Source: an optimization exercise on an open RTL-to-GDS flow (aim: small area, a short achievable clock period and few clock cycles). Production flows keep margins and buffers that such runs may drop. Function was checked by simulation only, so behaviour that the tests miss may differ from the original. Power figures rest on the tool's default switching activity, not on a simulated workload.

==> 05-02 <==
// cpu_top
module cpu_top (
    input  wire       clk,
    input  wire       rst_n,
    input  wire [1:0] boot_mode,
    output wire       flash_cs_n,
    output wire       ram_cs_n,
    output wire       qspi_sck,
    input  wire [3:0] qspi_io_in,
    output wire [3:0] qspi_io_out,
    output wire [3:0] qspi_io_oe,
    output wire       error_flag
);
clock: 10.0 ns
lec_check: 0
cap_margin: 20
core_margin: 2
core_utilization: 40
cts_cluster_diameter: 70
cts_cluster_size: 20
setup_slack_margin: 5
slew_margin: 20
run.sh (not shown) runs the stock make flow with config.mk's settings and CLKGATE_MAP_FILE= SYNTH_SCRIPT=/design/flow/synth_recipe.tcl, a recipe that flattens the netlist after the stock synthesis.
==> 08-13 (differences from 05-02) <==
--- a/flow/design.v
+++ b/flow/design.v
@@ -520,17 +520,16 @@
     end
 endmodule
 module rv32i_core (
     input  wire        clk,
     input  wire        rst_n,
     input  wire        mem_init_done,
     output wire [23:0] f_addr,
     output wire [1:0]  f_wl,          
-    output wire        f_move,        
     input  wire        f_hit_lo,      
     input  wire        f_hit_hi,      
     input  wire [15:0] f_lo,
     input  wire [15:0] f_hi,
     output wire        f_req,         
     output wire [23:0] f_req_addr,
     output wire        d_ld,          
     output wire [24:0] d_addr,        
@@ -551,31 +550,31 @@
     reg  [5:0] clr_cnt;
     wire       clearing = ~clr_cnt[5];
     wire       run = ~clearing & mem_init_done;
     reg [23:0] fpc;
     reg [1:0]  fwl;           
     reg        hb_valid;      
     reg [15:0] hb;
     reg [31:0] ir_raw;
-    reg        ir_btb;        
-    reg        ir_nobtb;      
     reg [4:0]  ir_ra1, ir_ra2;
     reg [23:0] ir_pc;
     reg        ir_valid;
     reg        ex_valid;
     reg [31:0] ex_ir;
     reg [23:0] ex_pc;
     reg [31:0] ex_a, ex_b, ex_rs2, ex_tgt;
     reg [24:0] ex_link;
     reg [3:0]  ex_alu_op;
     reg        ex_sub, ex_pred, ex_we;
     reg        ex_isR, ex_isI, ex_isL, ex_isS, ex_isB, ex_isJAL, ex_isJALR, ex_isLUI, ex_isAUIPC;
     reg        ex_csr, ex_ill, ex_ecall, ex_ebreak, ex_mret, ex_misal, ex_ctl;
     reg        e_ld;          
+    reg        e_ldw;         
+    reg [31:0] ld_word;
     reg [24:0] ld_addr;
     reg [2:0]  ld_f3;
     reg [4:0]  ld_rd;
     reg        ld_is_real;
     reg        ld_ones;       
     reg        error_flag_reg;
     wire [31:0] dec_instr;
     wire        dec_valid;
@@ -663,17 +662,17 @@
     wire st_misal = ex_isS & (((e_f3 == 3'b010) & (mem_addr[1:0] != 2'b00)) |
                               ((e_f3 == 3'b001) & mem_addr[0]));
     wire exc = ex_misal | ld_misal | st_misal | ex_ill | ex_ecall | ex_ebreak;
     wire [3:0] exc_cause = ex_misal ? 4'd0 : ld_misal ? 4'd4 : st_misal ? 4'd6 :
                            ex_ill ? 4'd2 : ex_ecall ? 4'd11 : 4'd3;
     wire [31:0] exc_val = ex_misal ? ((ex_isB & ~br_taken) ? {7'd0, ex_link} : ex_tgt) :
                           ex_ill ? ex_ir : (ld_misal | st_misal) ? mem_addr :
                           ex_ebreak ? {8'd0, ex_pc} : 32'd0;
-    wire e_first = ex_valid & ~e_ld;
+    wire e_first = ex_valid & ~e_ld & ~e_ldw;
     wire a_flash = mem_addr[31:24] == 8'h00;
     wire a_psram = mem_addr[31:24] == 8'h01;
     wire a_periph = (mem_addr[31:12] >= 20'h40000) & (mem_addr[31:12] <= 20'h40005) & (mem_addr[11:8] == 4'h0);
     wire ld_real = (e_f3 == 3'b000) | (e_f3 == 3'b001) | (e_f3 == 3'b010) | (e_f3 == 3'b100) | (e_f3 == 3'b101);
     wire st_real = ld_real;
     wire st_wait = ex_isS & ~st_ready;
     assign st_valid = e_first & ex_isS & ~exc & st_ready & st_real & a_psram;
     assign st_take  = e_first & ex_isS & st_ready;      
@@ -689,18 +688,17 @@
     wire e_base_redir = trap | do_mret | do_jalr;
     wire e_isbr = e_first & ~exc_fast & ex_isB;
     wire redir_T = e_base_redir | (e_isbr & ~ex_pred);
     wire redir_N = e_base_redir | (e_isbr & ex_pred);
     wire ld_need = e_ld & ld_is_real;
     assign d_ld   = ld_need;
     assign d_addr = ld_addr;
     wire ld_look = e_ld & (~ld_need | d_hit);
-    wire ld_done = ld_look;
-    wire [31:0] ld_word = ld_need ? d_word : {32{ld_ones}};
+    wire ld_done = e_ldw;
     wire [31:0] wsh = ld_word >> {ld_addr[1:0], 3'b000};
     reg  [31:0] ld_val;
     always @(*) begin
         case (ld_f3)
             3'b000: ld_val = {{24{wsh[7]}}, wsh[7:0]};
             3'b001: ld_val = {{16{wsh[15]}}, wsh[15:0]};
             3'b010: ld_val = wsh;
             3'b100: ld_val = {24'd0, wsh[7:0]};
@@ -717,21 +715,21 @@
         .csr_we(e_first & ex_csr), .csr_rdata(csr_rdata),
         .trap(trap), .trap_cause(exc_cause), .trap_pc(ex_pc), .trap_val(exc_val),
         .mret(do_mret), .mtvec_out(mtvec), .mepc_out(mepc)
     );
     wire [31:0] e_res = (ex_isR | ex_isI) ? alu_res :
                         (ex_isLUI | ex_isAUIPC) ? alu_sum :
                         (ex_isJAL | ex_isJALR) ? {7'd0, ex_link} : csr_rdata;
     wire e_we = e_first & ~ex_misal & ex_we;       
-    assign wb_we   = clearing | ld_done | e_we;
-    assign wb_rd   = clearing ? clr_cnt[4:0] : e_ld ? ld_rd : ex_ir[11:7];
-    assign wb_data = clearing ? 32'd0 : e_ld ? ld_val : e_res;
-    assign byp_rd  = e_ld ? ld_rd : ex_ir[11:7];
-    assign byp_en  = e_ld | (e_first & ex_we);
+    assign wb_we   = clearing | e_ldw | e_we;
+    assign wb_rd   = clearing ? clr_cnt[4:0] : e_ldw ? ld_rd : ex_ir[11:7];
+    assign wb_data = clearing ? 32'd0 : e_ldw ? ld_val : e_res;
+    assign byp_rd  = e_ldw ? ld_rd : ex_ir[11:7];
+    assign byp_en  = e_ldw | (e_first & ex_we);
     wire [23:0] tgt_base = trap ? mtvec : do_mret ? mepc : {alu_sum[23:1], 1'b0};
     wire [23:0] tgt_T = e_base_redir ? tgt_base : ex_tgt[23:0];
     wire [23:0] tgt_N = e_base_redir ? tgt_base : ex_link[23:0];
     wire ex_free = ~ex_valid | e_done;
     wire d_go    = run & ir_valid & ex_free;
     wire f_is32  = f_lo[1:0] == 2'b11;
     wire f_cross = ~fpc[0] & fpc[1] & (fpc[3:2] == 2'b11);
     wire [15:0] f_first  = hb_valid ? hb : f_lo;
@@ -776,118 +774,86 @@
             f_ok = f_hit_lo & f_hit_hi;
             f_adv = 2'd2;
         end
     end
     wire [23:0] fpc_p2 = fpc + 24'd2;
     wire [23:0] fpc_p4 = fpc + 24'd4;
     wire [1:0]  wl_p2 = fpc_p2[3:2] + {1'b0, fpc_p2[1]};
     wire [1:0]  wl_p4 = fpc_p4[3:2] + {1'b0, fpc_p4[1]};
-    localparam NB = 2;
-    reg [NB-1:0] bt_v;
-    reg [22:0]   bt_pc [0:NB-1];
-    reg [22:0]   bt_tg [0:NB-1];
-    reg [1:0]    bt_w  [0:NB-1];
-    reg          bt_rr;
-    reg          bt_hit;
-    reg [22:0]   bt_t;
-    reg [1:0]    bt_tw;
-    integer bi;
-    always @(*) begin
-        bt_hit = 1'b0; bt_t = 23'd0; bt_tw = 2'd0;
-        for (bi = 0; bi < NB; bi = bi + 1)
-            if (bt_v[bi] && bt_pc[bi] == fpc[23:1]) begin
-                bt_hit = 1'b1; bt_t = bt_t | bt_tg[bi]; bt_tw = bt_tw | bt_w[bi];
-            end
-    end
-    wire f_pred = bt_hit & ~hb_valid & ~fpc[0];
-    wire bt_ins = d_go & d_pred & ~ir_btb & ~ir_nobtb;
     reg [23:0] nfpc [0:1];
     reg [1:0]  nwl [0:1];
-    reg        nirv [0:1], nhbv [0:1], nexv [0:1], nmove [0:1];
+    reg        nirv [0:1], nhbv [0:1], nexv [0:1];
     reg        x_redir, x_dadv, x_dred, x_fload;
     reg [23:0] x_tgt;
     integer x;
     always @(*) begin
         for (x = 0; x < 2; x = x + 1) begin
             x_redir = x ? redir_T : redir_N;
             x_tgt   = x ? tgt_T : tgt_N;
             x_dadv  = d_go & ~x_redir;
-            x_dred  = x_dadv & d_pred & ~ir_btb;
+            x_dred  = x_dadv & d_pred;
             x_fload = run & f_ok & (~ir_valid | x_dadv) & ~x_redir & ~x_dred;
             nexv[x] = x_redir ? 1'b0 : x_dadv ? 1'b1 : e_done ? 1'b0 : ex_valid;
-            nmove[x] = x_redir | x_dred | x_fload | (f_hb_load & run);
             if (x_redir) begin
                 nfpc[x] = x_tgt; nhbv[x] = 1'b0; nirv[x] = 1'b0;
                 nwl[x] = x_tgt[3:2] + {1'b0, x_tgt[1]};
             end else if (x_dred) begin
                 nfpc[x] = d_tgt[23:0]; nhbv[x] = 1'b0; nirv[x] = 1'b0;
                 nwl[x] = d_tgt[3:2] + {1'b0, d_tgt[1]};
             end else if (x_fload) begin
-                nfpc[x] = f_pred ? {bt_t, 1'b0} : f_adv[1] ? fpc_p4 : fpc_p2; nhbv[x] = 1'b0; nirv[x] = 1'b1;
-                nwl[x] = f_pred ? bt_tw : f_adv[1] ? wl_p4 : wl_p2;
+                nfpc[x] = f_adv[1] ? fpc_p4 : fpc_p2; nhbv[x] = 1'b0; nirv[x] = 1'b1;
+                nwl[x] = f_adv[1] ? wl_p4 : wl_p2;
             end else begin
                 nirv[x] = x_dadv ? 1'b0 : ir_valid;
                 if (f_hb_load & run) begin
                     nfpc[x] = fpc_p2; nhbv[x] = 1'b1; nwl[x] = wl_p2;
                 end else begin
                     nfpc[x] = fpc; nhbv[x] = hb_valid; nwl[x] = fwl;
                 end
             end
         end
     end
     wire bt = br_taken;
     assign f_addr = fpc;
     assign f_wl = fwl;
-    assign f_move = bt ? nmove[1] : nmove[0];
     assign f_req  = run & ~f_ok & ~f_hb_load & ~(ex_valid & ex_ctl) & ~(ir_valid & d_ctl);
     assign f_req_addr = (f_hit_lo & ~hb_valid) ? {fpc[23:4], fpc[3:2] + 2'd1, 2'b00} : fpc;
     always @(posedge clk or negedge rst_n) begin
         if (!rst_n) begin
             clr_cnt <= 6'd1;
             fpc <= 24'd0;
             fwl <= 2'd0;
             hb_valid <= 1'b0;
             ir_valid <= 1'b0;
             ex_valid <= 1'b0;
             e_ld <= 1'b0;
+            e_ldw <= 1'b0;
             error_flag_reg <= 1'b0;
-            bt_v <= {NB{1'b0}};
-            bt_rr <= 1'b0;
         end else begin
-            if (bt_ins) begin
-                bt_v[bt_rr] <= 1'b1;
-                bt_rr <= ~bt_rr;
-            end
             if (clearing) clr_cnt <= clr_cnt + 6'd1;
             if (e_first & ex_ill) error_flag_reg <= 1'b1;
             if (ld_go) e_ld <= 1'b1;
             else if (ld_look) e_ld <= 1'b0;
+            e_ldw <= ld_look;
             ex_valid <= bt ? nexv[1] : nexv[0];
             fpc      <= bt ? nfpc[1] : nfpc[0];
             fwl      <= bt ? nwl[1] : nwl[0];
             hb_valid <= bt ? nhbv[1] : nhbv[0];
             ir_valid <= bt ? nirv[1] : nirv[0];
         end
     end
     always @(posedge clk) begin
         if (f_ok & (~ir_valid | d_go)) begin
             ir_raw <= f_instr;
-            ir_btb <= f_pred;
-            ir_nobtb <= hb_valid | fpc[0];
             ir_ra1 <= f_ra1;
             ir_ra2 <= f_ra2;
             ir_pc <= hb_valid ? fpc - 24'd2 : fpc;
         end
         if (f_hb_load) hb <= f_lo;
-        if (bt_ins) begin
-            bt_pc[bt_rr] <= ir_pc[23:1];
-            bt_tg[bt_rr] <= d_tgt[23:1];
-            bt_w[bt_rr]  <= d_tgt[3:2] + {1'b0, d_tgt[1]};
-        end
         if (d_go) begin
             ex_ir <= ir;
             ex_pc <= ir_pc;
             ex_a <= d_a;
             ex_b <= d_b;
             ex_rs2 <= rs2;
             ex_tgt <= d_tgt;
             ex_link <= d_link;
@@ -900,16 +866,17 @@
             ex_csr <= d_csr;
             ex_ctl <= is_B | is_JALR | d_sys0;
             ex_ill <= ~valid_op;
             ex_ecall <= d_sys0 & (ir[31:20] == 12'h000);
             ex_ebreak <= d_sys0 & (ir[31:20] == 12'h001);
             ex_mret <= d_sys0 & (ir[31:20] == 12'h302);
             ex_misal <= (is_B | is_JAL) & ir_pc[0];
         end
+        if (ld_look) ld_word <= ld_need ? d_word : {32{ld_ones}};
         if (ld_go) begin
             ld_addr <= {a_psram, mem_addr[23:0]};
             ld_f3 <= e_f3;
             ld_rd <= ex_ir[11:7];
             ld_is_real <= ld_real & (a_flash | a_psram);
             ld_ones <= ~a_periph;
         end
     end
@@ -949,18 +916,17 @@
     reg        flash_cont;
     reg        is_write;
     reg        is_flash;
     reg [31:0] isr;
     reg [2:0]  ncap;          
     reg        s1, s2, s3;
     reg [2:0]  nw;
     reg [4:0]  nb;
-    wire can_start = (state == S_IDLE) | ((state == S_END) & (cnt == 5'd0) & init_done);
-    assign idle = can_start;
+    assign idle = (state == S_IDLE);
     wire strobe = (state == S_RD) & ~sck;
     wire cap = (bm == 2'd0) ? strobe : (bm == 2'd1) ? s1 : (bm == 2'd2) ? s2 : s3;
     assign rd_word = {isr[7:0], isr[15:8], isr[23:16], isr[31:24]};
     wire [31:0] seq = (kind == 2'd0) ? {addr, 8'hA0} : {(kind == 2'd2) ? 8'h38 : 8'hEB, addr};
     always @(posedge clk or negedge rst_n) begin
         if (!rst_n) begin
             state <= S_RST;
             init_done <= 1'b0;
@@ -988,39 +954,16 @@
             s1 <= strobe; s2 <= s1; s3 <= s2;
             rd_valid <= 1'b0;
             if (cap) begin
                 isr <= {isr[27:0], io_in};
                 ncap <= ncap + 3'd1;
                 if (ncap == 3'd7) rd_valid <= 1'b1;
             end
             if (rd_valid) rd_idx <= rd_idx + 2'd1;
-            if (can_start && start) begin
-                        is_write <= (kind == 2'd2);
-                        is_flash <= (kind == 2'd0);
-                        nw <= nwords;
-                        nb <= wbytes_m1;
-                        wnib_idx <= 5'd0;
-                        sck <= 1'b1;
-                        io_oe <= 4'hf;
-                        ncap <= 3'd0;
-                        rd_idx <= 2'd0;
-                        cnt <= 5'd7;
-                        if (kind == 2'd0) cs_f <= 1'b0; else cs_r <= 1'b0;
-                        if (kind == 2'd0 && !flash_cont) begin
-                            io_out <= 4'h1;             
-                            bsr <= 8'hd6;               
-                            osr <= seq;
-                            state <= S_CMD;
-                        end else begin
-                            io_out <= seq[31:28];
-                            osr <= {seq[27:0], 4'h0};
-                            state <= S_ADDR;
-                        end
-            end else
             case (state)
                 S_RST: begin
                     bm <= boot_mode;
                     cs_f <= 1'b0; sck <= 1'b1; io_out <= 4'h0; io_oe <= 4'hf;
                     cnt <= 5'd7;
                     state <= S_INITF;
                 end
                 S_INITF, S_INITR: begin
@@ -1040,16 +983,39 @@
                 S_GAP: begin
                     cs_r <= 1'b0; sck <= 1'b1; io_out <= 4'h0; io_oe <= 4'hf;    
                     bsr <= 8'h6a;                                              
                     cnt <= 5'd7;
                     state <= S_INITR;
                 end
                 S_IDLE: begin
                     init_done <= 1'b1;
+                    if (start) begin
+                        is_write <= (kind == 2'd2);
+                        is_flash <= (kind == 2'd0);
+                        nw <= nwords;
+                        nb <= wbytes_m1;
+                        wnib_idx <= 5'd0;
+                        sck <= 1'b1;
+                        io_oe <= 4'hf;
+                        ncap <= 3'd0;
+                        rd_idx <= 2'd0;
+                        cnt <= 5'd7;
+                        if (kind == 2'd0) cs_f <= 1'b0; else cs_r <= 1'b0;
+                        if (kind == 2'd0 && !flash_cont) begin
+                            io_out <= 4'h1;             
+                            bsr <= 8'hd6;               
+                            osr <= seq;
+                            state <= S_CMD;
+                        end else begin
+                            io_out <= seq[31:28];
+                            osr <= {seq[27:0], 4'h0};
+                            state <= S_ADDR;
+                        end
+                    end
                 end
                 S_CMD: begin
                     sck <= ~sck;
                     if (sck) begin
                         if (cnt == 5'd0) begin
                             io_out <= osr[31:28];
                             osr <= {osr[27:0], 4'h0};
                             cnt <= 5'd7;
@@ -1128,27 +1094,26 @@
                 end
                 default: state <= S_IDLE;
             endcase
         end
     end
 endmodule
 module mem_ctl #(
     parameter IC_SETS = 1,
-    parameter IC_WAYS = 7,
+    parameter IC_WAYS = 8,
     parameter DC_SETS = 1,
-    parameter DC_WAYS = 10
+    parameter DC_WAYS = 8
 ) (
     input  wire        clk,
     input  wire        rst_n,
     input  wire [1:0]  boot_mode,
     output wire        init_done,
     input  wire [23:0] f_addr,
     input  wire [1:0]  f_wl,
-    input  wire        f_move,        
     output wire        f_hit_lo,
     output wire        f_hit_hi,
     output wire [15:0] f_lo,
     output wire [15:0] f_hi,
     input  wire        f_req,
     input  wire [23:0] f_req_addr,
     input  wire        d_ld,
     input  wire [24:0] d_addr,
@@ -1214,18 +1179,18 @@
         .idle(q_idle), .rd_valid(q_rd_valid), .rd_word(q_rd_word),
         .rd_idx(q_rd_idx),
         .sck(spi_sclk), .cs_f(flash_cs_n), .cs_r(ram_cs_n), .io_out(spi_io_out),
         .io_oe(spi_io_oe), .io_in(spi_io_in)
     );
     localparam O_NONE = 2'd0, O_WB = 2'd1, O_D = 2'd2, O_I = 2'd3;
     reg  [1:0]  owner;
     reg         owner_u;                  
-    wire i_busy = (~q_idle | q_rd_valid) & (owner == O_I);
-    wire d_busy = (~q_idle | q_rd_valid) & (owner == O_D);
+    wire i_busy = ~q_idle & (owner == O_I);
+    wire d_busy = ~q_idle & (owner == O_D);
     reg  i_req_q, d_req_q;
     reg [31:0]    ic_data [0:IL*4-1];
     reg [ITW-1:0] ic_tag  [0:IL-1];
     reg [3:0]     ic_vw   [0:IL-1];
     reg [IWB-1:0] ic_rr   [0:IC_SETS-1];
     wire [ISB-1:0] fi_set = (IC_SETS > 1) ? f_addr[4+ISB-1:4] : {ISB{1'b0}};
     wire [1:0]     fi_w   = f_addr[3:2];
     wire [ITW-1:0] fi_tag = f_addr[23:4+ISL];
@@ -1245,19 +1210,19 @@
                 fi_H  = fi_H | ic_data[(fi_set * IC_WAYS + a) * 4 + fi_w][31:16];
                 fi_L  = fi_L | lsel;
                 fi_way = fi_way | a[IWB-1:0];
             end
         end
     end
     wire fi_any = |fi_tm;
     reg  [31:0] u_word;
-    reg         u_valid;           
-    reg         u_live;            
-    wire        u_hit = u_valid;
+    reg  [23:0] u_addr;
+    reg         u_valid;
+    wire        u_hit = u_valid & (u_addr == f_addr);
     assign f_hit_lo = f_addr[0] ? u_hit : fi_vw[fi_w];
     assign f_hit_hi = f_addr[0] ? u_hit :
                       (f_addr[1] ? ((fi_w != 2'd3) & fi_vw[f_wl]) : fi_vw[fi_w]);
     assign f_lo = f_addr[0] ? u_word[15:0]  : f_addr[1] ? fi_H : fi_L;
     assign f_hi = f_addr[0] ? u_word[31:16] : f_addr[1] ? fi_L : fi_H;
     reg [31:0]    dc_data [0:DL*4-1];
     reg [DTW-1:0] dc_tag  [0:DL-1];
     reg [3:0]     dc_vw   [0:DL-1];
@@ -1338,34 +1303,31 @@
     wire d_miss = d_ld & ~dp_vw[dp_w] & ~su_valid;
     wire [2:0] d_nw = 3'd4 - {1'b0, d_addr[3:2]};
     wire [2:0] i_nw = f_req_addr[0] ? 3'd1 : 3'd4 - {1'b0, f_req_addr[3:2]};
     reg  wr_act;                                              
     wire wr_done = wr_act & q_idle;
     wire [1:0] bve = bv & ~({1'b0, wr_done} << bf);           
     wire b_old  = bve[~bo];                                   
     wire b_now  = bve[bo] & (bc[bo] | d_req_q | ~i_req_q);    
-    wire d_conf = wb_valid | (bv[0] & (bl[0] == d_addr[23:4]) & d_addr[24]) |
-                             (bv[1] & (bl[1] == d_addr[23:4]) & d_addr[24]);
-    wire d_go   = d_req_q & ~d_conf;
-    wire i_go   = i_req_q & ~d_req_q;
-    wire q_is_wr = ~d_go & ~i_go & (b_old | b_now);
+    wire st_pend = wb_valid | bv[0] | bv[1];
+    wire q_is_wr = b_old | b_now;
     assign q_fsel = b_old ? ~bo : bo;
     always @(*) begin
         q_start = 1'b0; q_kind = 2'd0; q_nwords = i_nw;
         q_addr = f_req_addr[0] ? f_req_addr : {f_req_addr[23:2], 2'b00};
-        if (d_go) begin
-            q_kind = d_addr[24] ? 2'd1 : 2'd0; q_addr = {d_addr[23:2], 2'b00}; q_nwords = d_nw;
-        end else if (q_is_wr) begin
+        if (q_is_wr) begin
             q_kind = 2'd2; q_addr = {bl[q_fsel], blo[q_fsel]};
+        end else if (d_req_q) begin
+            q_kind = d_addr[24] ? 2'd1 : 2'd0; q_addr = {d_addr[23:2], 2'b00}; q_nwords = d_nw;
         end
-        if (q_idle & init_done & (q_is_wr | d_go | i_go)) q_start = 1'b1;
+        if (q_idle & init_done & (q_is_wr | (d_req_q & ~st_pend) | (i_req_q & ~d_req_q))) q_start = 1'b1;
     end
-    wire start_d = q_start & d_go;
-    wire start_i = q_start & i_go;
+    wire start_d = q_start & ~q_is_wr & d_req_q;
+    wire start_i = q_start & ~q_is_wr & ~d_req_q;
     wire [IWB-1:0] i_alloc = fi_any ? fi_way : ic_rr[fi_set];
     wire [DWB-1:0] d_alloc = dp_any ? dp_way : dc_rr[dp_set];
     reg  [lg2(IL)-1:0] ifill_l;
     reg  [lg2(DL)-1:0] dfill_l;
     reg  [1:0] ifill_w, dfill_w;
     integer k;
     always @(posedge clk or negedge rst_n) begin
         if (!rst_n) begin
@@ -1381,17 +1343,16 @@
             wr_act <= 1'b0;
             st_upd <= 1'b0;
             su_valid <= 1'b0;
             su_write <= 1'b0;
             su_setvw <= 1'b0;
             su_inval <= 1'b0;
             su_way <= {DWB{1'b0}};
             u_valid <= 1'b0;
-            u_live <= 1'b0;
             for (k = 0; k < IL; k = k + 1) ic_vw[k] <= 4'd0;
             for (k = 0; k < DL; k = k + 1) dc_vw[k] <= 4'd0;
             for (k = 0; k < IC_SETS; k = k + 1) ic_rr[k] <= {IWB{1'b0}};
             for (k = 0; k < DC_SETS; k = k + 1) dc_rr[k] <= {DWB{1'b0}};
         end else begin
             i_req_q <= f_req & ~i_busy;
             d_req_q <= d_miss & ~d_busy;
             st_upd <= st_valid;
@@ -1419,39 +1380,38 @@
                 d_req_q <= 1'b0;
                 if (!dp_any) begin
                     dc_vw[dp_set * DC_WAYS + d_alloc] <= 4'd0;
                     dc_rr[dp_set] <= (dc_rr[dp_set] == DC_WAYS - 1) ? {DWB{1'b0}} : dc_rr[dp_set] + 1'b1;
                 end
             end
             if (start_i) begin
                 i_req_q <= 1'b0;
-                if (f_req_addr[0]) begin u_valid <= 1'b0; u_live <= 1'b1; end
+                if (f_req_addr[0]) u_valid <= 1'b0;
                 else if (!fi_any) begin
                     ic_vw[fi_set * IC_WAYS + i_alloc] <= 4'd0;
                     ic_rr[fi_set] <= (ic_rr[fi_set] == IC_WAYS - 1) ? {IWB{1'b0}} : ic_rr[fi_set] + 1'b1;
                 end
             end
             if (st_valid) wb_valid <= 1'b1;
-            if (f_move) begin u_valid <= 1'b0; u_live <= 1'b0; end
             if (s_go) begin
                 wb_valid <= 1'b0;
                 if (m_ok) ;
                 else if (o_free) bv[bo] <= 1'b1;
                 else begin
                     bc[bo] <= 1'b1; bv[~bo] <= 1'b1; bo <= ~bo;
                 end
             end
             if (s_goc) begin
                 wb_valid <= 1'b0;
                 bv <= 2'b11; bc <= 2'b11; bo <= 1'b1;    
             end
             if (q_start && q_is_wr && q_fsel == bo) bo <= ~bo;
             if (q_rd_valid && owner == O_I) begin
-                if (owner_u) u_valid <= u_live & ~f_move;
+                if (owner_u) u_valid <= 1'b1;
                 else ic_vw[ifill_l][ifill_w] <= 1'b1;
             end
             if (q_rd_valid && owner == O_D)
                 dc_vw[dfill_l][dfill_w] <= 1'b1;
             if (su_valid) begin
                 if (su_inval) begin
                     for (k = 0; k < DL; k = k + 1) dc_vw[k] <= 4'd0;
                 end else if (su_setvw) begin
@@ -1495,16 +1455,17 @@
             dfill_l <= dp_set * DC_WAYS + d_alloc;
             dfill_w <= d_addr[3:2];
             dc_tag[dp_set * DC_WAYS + d_alloc] <= dp_tag;
         end
         if (start_i) begin
             ifill_l <= fi_set * IC_WAYS + i_alloc;
             ifill_w <= f_req_addr[3:2];
             if (!f_req_addr[0]) ic_tag[fi_set * IC_WAYS + i_alloc] <= fi_tag;
+            u_addr <= f_req_addr;
         end
         if (q_rd_valid && owner == O_I) begin
             if (owner_u) u_word <= q_rd_word;
             else begin
                 ic_data[ifill_l * 4 + ifill_w] <= q_rd_word;
                 ifill_w <= ifill_w + 2'd1;
             end
         end
@@ -1528,35 +1489,34 @@
     input  wire [3:0] qspi_io_in,
     output wire [3:0] qspi_io_out,
     output wire [3:0] qspi_io_oe,
     output wire       error_flag
 );
     wire        init_done;
     wire [23:0] f_addr, f_req_addr;
     wire [1:0]  f_wl;
-    wire        f_move;
     wire        f_hit_lo, f_hit_hi, f_req;
     wire [15:0] f_lo, f_hi;
     wire        d_ld, d_hit, st_ready, st_valid, st_take;
     wire [24:0] d_addr, st_addr;
     wire [31:0] d_word, st_data;
     wire [2:0]  st_f3;
     rv32i_core cpu_core (
         .clk(clk), .rst_n(rst_n), .mem_init_done(init_done),
-        .f_addr(f_addr), .f_wl(f_wl), .f_move(f_move), .f_hit_lo(f_hit_lo), .f_hit_hi(f_hit_hi), .f_lo(f_lo), .f_hi(f_hi),
+        .f_addr(f_addr), .f_wl(f_wl), .f_hit_lo(f_hit_lo), .f_hit_hi(f_hit_hi), .f_lo(f_lo), .f_hi(f_hi),
         .f_req(f_req), .f_req_addr(f_req_addr),
         .d_ld(d_ld), .d_addr(d_addr), .d_hit(d_hit), .d_word(d_word),
         .st_ready(st_ready), .st_valid(st_valid), .st_take(st_take), .st_addr(st_addr), .st_data(st_data),
         .st_f3(st_f3),
         .o_error_flag(error_flag)
     );
     mem_ctl mem_ctrl (
         .clk(clk), .rst_n(rst_n), .boot_mode(boot_mode), .init_done(init_done),
-        .f_addr(f_addr), .f_wl(f_wl), .f_move(f_move), .f_hit_lo(f_hit_lo), .f_hit_hi(f_hit_hi), .f_lo(f_lo), .f_hi(f_hi),
+        .f_addr(f_addr), .f_wl(f_wl), .f_hit_lo(f_hit_lo), .f_hit_hi(f_hit_hi), .f_lo(f_lo), .f_hi(f_hi),
         .f_req(f_req), .f_req_addr(f_req_addr),
         .d_ld(d_ld), .d_addr(d_addr), .d_hit(d_hit), .d_word(d_word),
         .st_ready(st_ready), .st_valid(st_valid), .st_take(st_take), .st_addr(st_addr), .st_data(st_data),
         .st_f3(st_f3),
         .flash_cs_n(flash_cs_n), .ram_cs_n(ram_cs_n), .spi_sclk(qspi_sck),
         .spi_io_in(qspi_io_in), .spi_io_out(qspi_io_out), .spi_io_oe(qspi_io_oe)
     );
 endmodule
- CTS_CLUSTER_DIAMETER: 70 -> unset
- CTS_CLUSTER_SIZE: 20 -> unset
==> Flow_metrics.wiki <==
{| class="wikitable"
! Metric !! Value
|-
| Status || timing/DRC/antenna clean
|-
| Sequential cell count || 4,630
|-
| Power dissipated in sequential cells || 22.2 mW
|-
| Clock edge transition at the registers on the reported setup and hold paths || 0.06 ns
|-
| Post-placement worst setup slack || 3.75 ns
|-
| Maximum clock frequency || 194 MHz
|-
| TritonCTS Sinks || 4,630
|-
| Compound-gate portion of the synthesized area || 0.137
|-
| Non-CTS inverters || 244
|-
| Latest clock arrival within the worst-skew pair || 1.14 ns
|-
| Count of state elements after synthesis || 4,630
|-
| First-pass GRT wire length || 1,260,000 um
|-
| Cell-internal power || 33.4 mW
|-
| Number of buffers and inverters on the critical path || 3
|-
| Most used cells in the layout excluding fill and tap cells || sky130_fd_sc_hd__edfxtp_1, sky130_fd_sc_hd__nand2_1, sky130_fd_sc_hd__nor2_1, sky130_fd_sc_hd__o21ai_0, sky130_fd_sc_hd__a21oi_1
|}
That was 08-13.
==> Flow_metrics.wiki <==
{| class="wikitable"
! Metric !! Value
|-
| Number of buffers and inverters on the critical path || 5
|-
| Sequential cell count || 4,832
|-
| TritonCTS Sinks || 4,832
|-
| First-pass GRT wire length || 1,370,000 um
|-
| Non-CTS inverters || 255
|-
| Setup slack on the worst flop-to-flop path || 4.74 ns
|-
| Clock edge transition at the registers on the reported setup and hold paths || 0.09 ns
|-
| Power dissipated in sequential cells || 23.4 mW
|-
| Most used cells in the layout excluding fill and tap cells || sky130_fd_sc_hd__edfxtp_1, sky130_fd_sc_hd__nand2_1, sky130_fd_sc_hd__o21ai_0
|-
| Compound-gate portion of the synthesized area || 0.133
|-
| Number of placement rows || 280
|-
| Area overhead of the layout relative to synthesis || 13.4%
|-
| Latest clock arrival within the worst-skew pair || 1.12 ns
|-
| Status || timing/DRC/antenna clean
|-
| Count of state elements after synthesis || 4,832
|-
| Area occupied by multi-input gates || 0.0902 sq mm
|}
That was 05-02.
Testbench counts of 05-02, summed over its fixed seeds: cycles 834,486.
Testbench counts of 08-13, summed over its fixed seeds: cycles 1,004,204.

## separate check: timing with driven ports
Ports are ideal in the flow. The routed layouts listed here were re-timed in OpenROAD.
Step 1, drivers: a clkbuf_16 drives clk and a buf_2 each remaining input, both assumed.
Step 2, shift: input delay + t, output delay - t, t = (earliest + latest rising clock arrival at the registers) / 2. This alone moves slack from input paths to output paths.
Three values: ideal ports, drivers, drivers and shift; two values: the first two.
run | shift t [ns] | setup slack, ns | worst setup path at the end
05-02 | 1.185 | 4.745 / 4.745 / 4.745 | register to register
08-13 | 1.172 | 4.846 / 4.846 / 4.846 | register to register
After both steps every run listed still meets setup and hold.
